From an optimization exercise on the open Yosys and OpenROAD flow, aimed at small area and a short achievable clock period; shortcuts taken in it are not production practice.
In this exercise RTL edits were held to simulation tests only and were not proved equivalent to the original.
Power figures rest on the tool's default switching activity, not on a simulated workload.

// adder_32bit
module adder_32bit(
    input clk,
    input rst,
    input [31:0] i_a,
    input [31:0] i_b,
    input i_vld,
    output [31:0] o_res,
    output reg o_res_vld,
    output overflow
);
wire sign_a = i_a[31];
wire sign_b = i_b[31];
wire        a_ge_b;
wire [7:0]  exp_x;
wire [22:0] frac_x;
wire [23:0] man_x, al_man_y;
wire [24:0] res;
CompareAndShift32Bit u_CompareAndShift32Bit (
    .a(i_a[30:0]),
    .b(i_b[30:0]),
    .a_ge_b(a_ge_b),
    .exp_x(exp_x),
    .frac_x(frac_x),
    .man_x(man_x),
    .al_man_y(al_man_y)
);
Addition32Bit u_Addition32Bit (
    .sub(sign_a ^ sign_b),
    .x(man_x),
    .y(al_man_y),
    .res(res)
);
wire exp_a_max = &i_a[30:23];
wire exp_b_max = &i_b[30:23];
wire special   = exp_a_max | exp_b_max;
wire nan_res   = (|frac_x) | (exp_a_max & exp_b_max & (sign_a ^ sign_b));
wire x_zero    = (exp_x == 8'd0) & (frac_x == 23'd0);
wire sign_res  = a_ge_b ? (sign_a & ~x_zero) : sign_b;
reg [24:0] r_res;
reg [7:0]  r_exp;
reg        r_sign, r_nan;
always @(posedge clk or posedge rst) begin
    if (rst) begin
        r_res <= 25'b0;
        r_exp <= 8'b0;
        r_sign <= 1'b0;
        r_nan <= 1'b0;
        o_res_vld <= 1'b0;
    end else begin
        r_res <= res;
        r_exp <= exp_x;
        r_sign <= sign_res & ~(special & nan_res);
        r_nan <= special & nan_res;
        o_res_vld <= i_vld;
    end
end
wire        r_special = &r_exp;
wire [22:0] man_res;
wire [7:0]  exp_res;
wire        operation_overflow;
Normalization32Bit u_Normalization32Bit (
    .res(r_res),
    .exp_base(r_exp),
    .man_res(man_res),
    .exp_res(exp_res),
    .overflow(operation_overflow)
);
assign o_res[31]    = r_sign;
assign o_res[30:23] = exp_res | {8{r_special}};
assign o_res[22]    = r_special ? r_nan : man_res[22];
assign o_res[21:0]  = man_res[21:0] & {22{~r_special}};
  ...
Size: roughly 36 flip-flops.
Settings: LEC_CHECK=0, ABC_AREA=1, CAP_MARGIN=20, CORE_MARGIN=2, CORE_UTILIZATION=40, CTS_BUF_LIST=sky130_fd_sc_hd__clkbuf_4 sky130_fd_sc_hd__clkbuf_8, SLEW_MARGIN=20; clock period 40.0 ns.
standard.sh (not shown) runs the stock make flow with config.mk's settings and CLKGATE_MAP_FILE= SYNTH_SCRIPT=/design/flow/synth_recipe.tcl, a recipe that flattens the netlist after the stock synthesis.
==> flow/flow/run.sh <==
#!/bin/bash
# The standard ORFS layout with two changes:
#  - plain buf_1 cells as the port buffers,
#  - timing repair aimed at setup slack >= 28 ns.
set -euo pipefail
bash standard.sh BUFFER_PORTS_ARGS="-buffer_cell sky130_fd_sc_hd__buf_1" \
    SETUP_SLACK_MARGIN=28 finish > make_finish.log 2>&1
The first run passed the timing, design-rule and antenna checks.
Edit:
==> flow/flow/run.sh (replaced) <==
#!/bin/bash
# The standard ORFS layout with these changes:
#  - plain buf_1 cells as the port buffers,
#  - timing repair aimed at setup slack >= MARGIN ns,
#  - after the repair at global route, cells are downsized where the setup
#    slack stays >= MARGIN ns (recover_power, with the margin applied as
#    setup clock uncertainty only while it runs).
set -euo pipefail
MARGIN=27
rm -rf scripts_custom
cp -r "$FLOW_HOME/scripts" scripts_custom
python3 - scripts_custom/util.tcl <<'PY'
import sys
p = sys.argv[1]
s = open(p).read()
old = "  log_cmd repair_timing {*}$additional_args\n  report_tns\n  report_wns\n  report_power\n}"
assert old in s
new = ("  set_clock_uncertainty $::env(SETUP_SLACK_MARGIN) -setup [all_clocks]\n"
       "  log_cmd repair_timing {*}$additional_args\n"
       "  set_clock_uncertainty 0 -setup [all_clocks]\n"
       "  report_tns\n  report_wns\n  report_power\n}")
open(p, "w").write(s.replace(old, new))
PY
bash standard.sh SCRIPTS_DIR="$PWD/scripts_custom" \
    BUFFER_PORTS_ARGS="-buffer_cell sky130_fd_sc_hd__buf_1" \
    SETUP_SLACK_MARGIN=$MARGIN RECOVER_POWER=100 finish > make_finish.log 2>&1
CTS_BUF_LIST = sky130_fd_sc_hd__clkbuf_2 sky130_fd_sc_hd__clkbuf_4   (was sky130_fd_sc_hd__clkbuf_4 sky130_fd_sc_hd__clkbuf_8)
The changed run reached the layout checks and failed them: max-capacitance violations, max-slew violations.
Power shrinks by about 26%.
Cell area shrinks by about 20%.
Die area stays the same.
Wire length shrinks by about 14%.
Combinational power shrinks by about 30%.
Setup slack loses 0.41 ns.
Clock-buffer cell count shrinks by 2.
Sequential share of layout area grows by 2.1 points.
Edit:
==> flow/flow/run.sh (replaced) <==
#!/bin/bash
# The standard ORFS layout with these changes:
#  - ABC's area script without its upsize step (the layout's timing repair
#    sizes the critical paths instead),
#  - plain buf_1 cells as the port buffers,
#  - timing repair aimed at setup slack >= 27.3 ns.
set -euo pipefail
rm -rf scripts_custom
cp -r "$FLOW_HOME/scripts" scripts_custom
printf '%s\n' strash dch 'map -B 0.9' topo 'stime -c' 'buffer -c' 'dnsize -c' > scripts_custom/abc_area.script
bash standard.sh SCRIPTS_DIR="$PWD/scripts_custom" \
    BUFFER_PORTS_ARGS="-buffer_cell sky130_fd_sc_hd__buf_1" \
    SETUP_SLACK_MARGIN=27.3 finish > make_finish.log 2>&1
PLACE_DENSITY = 0.75   (was unset)
With this change the flow went through all stages and came out clean; area after synthesis falls by about 5%; setup slack gets better by 0.19 ns; via count climbs by about 3.4%; cell area rises by about 4.4%; hold slack degrades by 0.015 ns.
Edit:
==> flow/flow/run.sh (replaced) <==
#!/bin/bash
# The standard ORFS layout with three changes:
#  - plain buf_1 cells as the port buffers,
#  - timing repair aimed at setup slack >= 27 ns,
#  - no gate cloning during timing repair.
set -euo pipefail
bash standard.sh BUFFER_PORTS_ARGS="-buffer_cell sky130_fd_sc_hd__buf_1" \
    SETUP_SLACK_MARGIN=27 SKIP_GATE_CLONING=1 finish > make_finish.log 2>&1
PLACE_DENSITY = unset   (was 0.75)
What happened:
- The new run finished with timing, DRC and antenna clean
- cell area fell by 4.1%
- core utilization fell by 5.0 points
- via count fell by 3.2%
- global-route usage rose by 1.3 points
- power fell by 4.5%
- fmax fell by 1.6%
- synthesized cell count does not change
- non-clock buffer count fell by 28
- combinational power fell by 5.9%
- wire length rose by 3.3%
- synthesized area rose by 5.4%
Edit:
==> flow/flow/run.sh (replaced) <==
#!/bin/bash
# The standard ORFS layout with two changes:
#  - plain buf_1 cells as the port buffers,
#  - timing repair aimed at setup slack >= 27 ns.
set -euo pipefail
bash standard.sh BUFFER_PORTS_ARGS="-buffer_cell sky130_fd_sc_hd__buf_1" \
    SETUP_SLACK_MARGIN=27 finish > make_finish.log 2>&1
ABC_AREA = 0   (was 1)
PLACE_DENSITY = 0.75   (was unset)
Outcome: Total power is higher by about a fifth. Clock power is about the same. Cell count went down slightly. Core utilization goes up by 8.7 points. Cell area rises by a quarter to a third. Flip-flop and latch count is unchanged.

The RTL this note starts from:
==> flow/design.v <==
`timescale 1ns / 1ps
module CompareAndShift32Bit (
    input  [30:0] a,
    input  [30:0] b,
    output        a_ge_b,
    output [7:0]  exp_x,
    output [22:0] frac_x,
    output [23:0] man_x,
    output [23:0] al_man_y
);
    wire [7:0] ea = a[30:23];
    wire [7:0] eb = b[30:23];
    wire [7:0] ep = ~(ea ^ eb);
    wire [7:0] eg = ea & ~eb;
    reg  [7:0] EG, EP;
    integer l, j;
    always @(*) begin
        EG = eg;
        EP = ep;
        for (l = 0; l < 3; l = l + 1)
            for (j = 0; j < 8; j = j + 1)
                if (((j >> l) & 1) == 1) begin
                    EG[j] = EG[j] | (EP[j] & EG[((j >> l) << l) - 1]);
                    EP[j] = EP[j] & EP[((j >> l) << l) - 1];
                end
    end
    wire exp_gt = EG[7];
    wire exp_eq = EP[7];
    reg [22:0] gg, tt;
    integer s, i;
    always @(*) begin
        gg = a[22:0] & ~b[22:0];
        tt = a[22:0] | ~b[22:0];
        for (s = 1; s < 23; s = s * 2)
            for (i = 2*s - 1; i < 23; i = i + 2*s) begin
                gg[i] = gg[i] | (tt[i] & gg[i-s]);
                tt[i] = tt[i] & tt[i-s];
            end
        gg[22] = gg[22] | (tt[22] & (gg[21] | (tt[21] & (gg[19] | (tt[19] & gg[15])))));
        tt[22] = tt[22] & tt[21] & tt[19] & tt[15];
    end
    wire frac_ge = gg[22] | tt[22];
    assign a_ge_b = exp_gt | (exp_eq & frac_ge);
    assign exp_x  = a_ge_b ? ea : eb;
    assign frac_x = a_ge_b ? a[22:0] : b[22:0];
    assign man_x  = {exp_x != 8'd0, frac_x};
    wire [7:0]  shift = ep ^ (exp_gt ? {EG[6:0] | EP[6:0], 1'b1} : ~{EG[6:0], 1'b0});
    wire [22:0] frac_y = a_ge_b ? b[22:0] : a[22:0];
    wire        hid_y  = a_ge_b ? (eb != 8'd0) : (ea != 8'd0);
    wire [23:0] man_y  = {hid_y, frac_y};
    wire [23:0] s0 = shift[0] ? {1'b0,  man_y[23:1]} : man_y;
    wire [23:0] s1 = shift[1] ? {2'b0,  s0[23:2]}    : s0;
    wire [23:0] s2 = shift[2] ? {4'b0,  s1[23:4]}    : s1;
    wire [23:0] s3 = shift[3] ? {8'b0,  s2[23:8]}    : s2;
    wire [23:0] s4 = shift[4] ? {16'b0, s3[23:16]}   : s3;
    assign al_man_y = (shift[7:5] != 3'd0) ? 24'd0 : s4;
endmodule
`timescale 1ns / 1ps
module Addition32Bit (
    input         sub,
    input  [23:0] x,
    input  [23:0] y,
    output [24:0] res
);
    wire [23:0] xs = x ^ {24{sub}};
    wire [23:0] p  = xs ^ y;
    wire [23:0] g  = (x & {24{~sub}} & y) | (x & {24{sub}} & ~y);
    reg  [23:0] G, P;
    integer s, i;
    always @(*) begin
        G = {g[23:1], g[0] | (p[0] & sub)};
        P = p;
        for (s = 1; s < 24; s = s * 2)
            for (i = 2*s - 1; i < 24; i = i + 2*s) begin
                G[i] = G[i] | (P[i] & G[i-s]);
                P[i] = P[i] & P[i-s];
            end
        for (s = 8; s >= 1; s = s / 2)
            for (i = 3*s - 1; i < 24; i = i + 2*s) begin
                G[i] = G[i] | (P[i] & G[i-s]);
                P[i] = P[i] & P[i-s];
            end
    end
    assign res[23:0] = p ^ {G[22:0], sub};
    assign res[24]   = G[23] & ~sub;
endmodule
`timescale 1ns / 1ps
module Normalization32Bit (
    input  [24:0] res,
    input  [7:0]  exp_base,
    output [22:0] man_res,
    output [7:0]  exp_res,
    output        overflow
);
    wire [7:0] e = exp_base + 8'd1;
    wire [31:0] r = {res, 7'h7f};
    wire z16 = (r[31:16] == 16'd0);
    wire [15:0] q1 = z16 ? r[15:0] : r[31:16];
    wire z8 = (q1[15:8] == 8'd0);
    wire [7:0] q2 = z8 ? q1[7:0] : q1[15:8];
    wire z4 = (q2[7:4] == 4'd0);
    wire [3:0] q3 = z4 ? q2[3:0] : q2[7:4];
    wire z2 = (q3[3:2] == 2'd0);
    wire [1:0] q4 = z2 ? q3[1:0] : q3[3:2];
    wire z1 = ~q4[1];
    wire [4:0] lz = {z16, z8, z4, z2, z1};
    wire big = e[7:5] != 3'd0;
    wire [4:0] k;
    wire [5:0] lt, gt;  
    assign lt[5] = big;
    assign gt[5] = 1'b0;
    genvar i;
    generate
        for (i = 4; i >= 0; i = i - 1) begin : g_min
            assign k[i] = gt[i+1] ? e[i] : (lt[i+1] ? lz[i] : (lz[i] & e[i]));
            assign lt[i] = lt[i+1] | (~gt[i+1] & ~lz[i] & e[i]);
            assign gt[i] = gt[i+1] | (~lt[i+1] & lz[i] & ~e[i]);
        end
    endgenerate
    wire [24:0] n = res << k;
    assign exp_res = n[24] ? e - {3'd0, k} : 8'd0;
    assign man_res = n[23:1];
    assign overflow = (exp_base == 8'd254) & res[24];
endmodule
`timescale 1ns / 1ps
module adder_32bit(
    input clk,
    input rst,
    input [31:0] i_a,
    input [31:0] i_b,
    input i_vld,
    output [31:0] o_res,
    output reg o_res_vld,
    output overflow
);
wire sign_a = i_a[31];
wire sign_b = i_b[31];
wire        a_ge_b;
wire [7:0]  exp_x;
wire [22:0] frac_x;
wire [23:0] man_x, al_man_y;
wire [24:0] res;
CompareAndShift32Bit u_CompareAndShift32Bit (
    .a(i_a[30:0]),
    .b(i_b[30:0]),
    .a_ge_b(a_ge_b),
    .exp_x(exp_x),
    .frac_x(frac_x),
    .man_x(man_x),
    .al_man_y(al_man_y)
);
Addition32Bit u_Addition32Bit (
    .sub(sign_a ^ sign_b),
    .x(man_x),
    .y(al_man_y),
    .res(res)
);
wire exp_a_max = &i_a[30:23];
wire exp_b_max = &i_b[30:23];
wire special   = exp_a_max | exp_b_max;
wire nan_res   = (|frac_x) | (exp_a_max & exp_b_max & (sign_a ^ sign_b));
wire x_zero    = (exp_x == 8'd0) & (frac_x == 23'd0);
wire sign_res  = a_ge_b ? (sign_a & ~x_zero) : sign_b;
reg [24:0] r_res;
reg [7:0]  r_exp;
reg        r_sign, r_nan;
always @(posedge clk or posedge rst) begin
    if (rst) begin
        r_res <= 25'b0;
        r_exp <= 8'b0;
        r_sign <= 1'b0;
        r_nan <= 1'b0;
        o_res_vld <= 1'b0;
    end else begin
        r_res <= res;
        r_exp <= exp_x;
        r_sign <= sign_res & ~(special & nan_res);
        r_nan <= special & nan_res;
        o_res_vld <= i_vld;
    end
end
wire        r_special = &r_exp;
wire [22:0] man_res;
wire [7:0]  exp_res;
wire        operation_overflow;
Normalization32Bit u_Normalization32Bit (
    .res(r_res),
    .exp_base(r_exp),
    .man_res(man_res),
    .exp_res(exp_res),
    .overflow(operation_overflow)
);
assign o_res[31]    = r_sign;
assign o_res[30:23] = exp_res | {8{r_special}};
assign o_res[22]    = r_special ? r_nan : man_res[22];
assign o_res[21:0]  = man_res[21:0] & {22{~r_special}};
assign overflow     = r_special | operation_overflow;
endmodule
export LEC_CHECK = 0
export ABC_AREA = 1
export CAP_MARGIN = 20
export CORE_MARGIN = 2
export CORE_UTILIZATION = 40
export CTS_BUF_LIST = sky130_fd_sc_hd__clkbuf_2 sky130_fd_sc_hd__clkbuf_4
export PLACE_DENSITY = 0.75
export SLEW_MARGIN = 20
create_clock -name core_clock -period 40.0 [get_ports {clk}]
==> flow/flow/run.sh <==
#!/bin/bash
# The standard ORFS layout with these changes:
#  - ABC's area script without its upsize step (the layout's timing repair
#    sizes the critical paths instead),
#  - plain buf_1 cells as the port buffers,
#  - timing repair aimed at setup slack >= 27 ns.
set -euo pipefail
rm -rf scripts_custom
cp -r "$FLOW_HOME/scripts" scripts_custom
printf '%s\n' strash '&get -n' '&dch' '&put' 'map -B 0.9' topo 'stime -c' 'buffer -c' 'dnsize -c' > scripts_custom/abc_area.script
bash standard.sh SCRIPTS_DIR="$PWD/scripts_custom" \
    BUFFER_PORTS_ARGS="-buffer_cell sky130_fd_sc_hd__buf_1" \
    SETUP_SLACK_MARGIN=27 finish > make_finish.log 2>&1
The starting point passed the timing, design-rule and antenna checks.
Change:
==> flow/flow/run.sh (replaced) <==
#!/bin/bash
# The standard ORFS layout with two changes:
#  - plain buf_1 cells as the port buffers,
#  - timing repair aimed at setup slack >= 27 ns.
set -euo pipefail
bash standard.sh BUFFER_PORTS_ARGS="-buffer_cell sky130_fd_sc_hd__buf_1" \
    SETUP_SLACK_MARGIN=27 finish > make_finish.log 2>&1
=>
- The changed run passed the timing, design-rule and antenna checks
- cell area barely changes
- fmax came out higher by 0.41%
- global-route usage came out lower by 1.2 points
- utilization came out lower by 1.6 points
- wire length came out lower by 2.5%
- via count came out lower by 3.2%
- synthesized area came out higher by 4.3%
- power came out lower by 1.5%
Change:
--- a/flow/config.mk
+++ b/flow/config.mk
@@ -11,4 +11,3 @@
 export CORE_UTILIZATION = 40
-export CTS_BUF_LIST = sky130_fd_sc_hd__clkbuf_2 sky130_fd_sc_hd__clkbuf_4
-export PLACE_DENSITY = 0.75
+export CTS_BUF_LIST = sky130_fd_sc_hd__clkbuf_4 sky130_fd_sc_hd__clkbuf_8
 export SLEW_MARGIN = 20
Effect: The new run completed without violations; via count rose slightly; design area rose slightly; sequential cell count stays the same; clock-buffer cell count rose by 2; synthesized area is unchanged; critical path depth rose by 5; utilization rose by 0.59 points; sequential share of layout area fell by 0.15 points.
Change:
--- a/flow/config.mk
+++ b/flow/config.mk
@@ -11,3 +11,4 @@
 export CORE_UTILIZATION = 40
-export CTS_BUF_LIST = sky130_fd_sc_hd__clkbuf_4 sky130_fd_sc_hd__clkbuf_8
+export CTS_BUF_LIST = sky130_fd_sc_hd__clkbuf_2 sky130_fd_sc_hd__clkbuf_4
+export PLACE_DENSITY = 0.85
 export SLEW_MARGIN = 20
=> Worst setup slack loses 150 ps; critical path depth is lower by 5; total power is lower by 0.49%.

-- afterwards: timing with drivers on the ports --
Ports are ideal in the flow. The routed layouts listed here were re-timed in OpenROAD.
Step 1: set_driving_cell puts a clkbuf_16 on clk and a buf_2 on each other input, an assumption about the parent block.
Step 2, shift: input delay + t, output delay - t, t = (earliest + latest rising clock arrival at the registers) / 2. This alone moves slack from input paths to output paths.
Three values: ideal ports, drivers, drivers and shift; two values: the first two.
| run | shift t [ns] | setup WS [ns] | latest minus earliest clock arrival (ns) | cell pins on the clock port's net |
|---|---|---|---|---|
| the first run of note 1 | 0.313 | 27.829 / 27.795 / 27.683 | 0.003 / 0.004 | 1 |
| the second run of note 1 | 0.366 | 27.417 / 27.383 / 27.092 | 0.010 / 0.009 | 1 |
| the third run of note 1 | 0.349 | 27.603 / 27.597 / 27.257 | 0.006 / 0.006 | 1 |
| the fourth run of note 1 | 0.366 | 27.400 / 27.366 / 27.098 | 0.010 / 0.010 | 1 |
| the fifth run of note 1 | 0.362 | 27.090 / 27.100 / 26.738 | 0.016 / 0.016 | 1 |
| the first run of note 2 | 0.358 | 27.354 / 27.361 / 27.002 | 0.005 / 0.005 | 1 |
| the second run of note 2 | 0.367 | 27.406 / 27.371 / 27.159 | 0.014 / 0.014 | 1 |
| the third run of note 2 | 0.309 | 27.422 / 27.429 / 27.120 | 0.004 / 0.004 | 1 |
| the fourth run of note 2 | 0.356 | 27.276 / 27.287 / 26.930 | 0.007 / 0.007 | 1 |
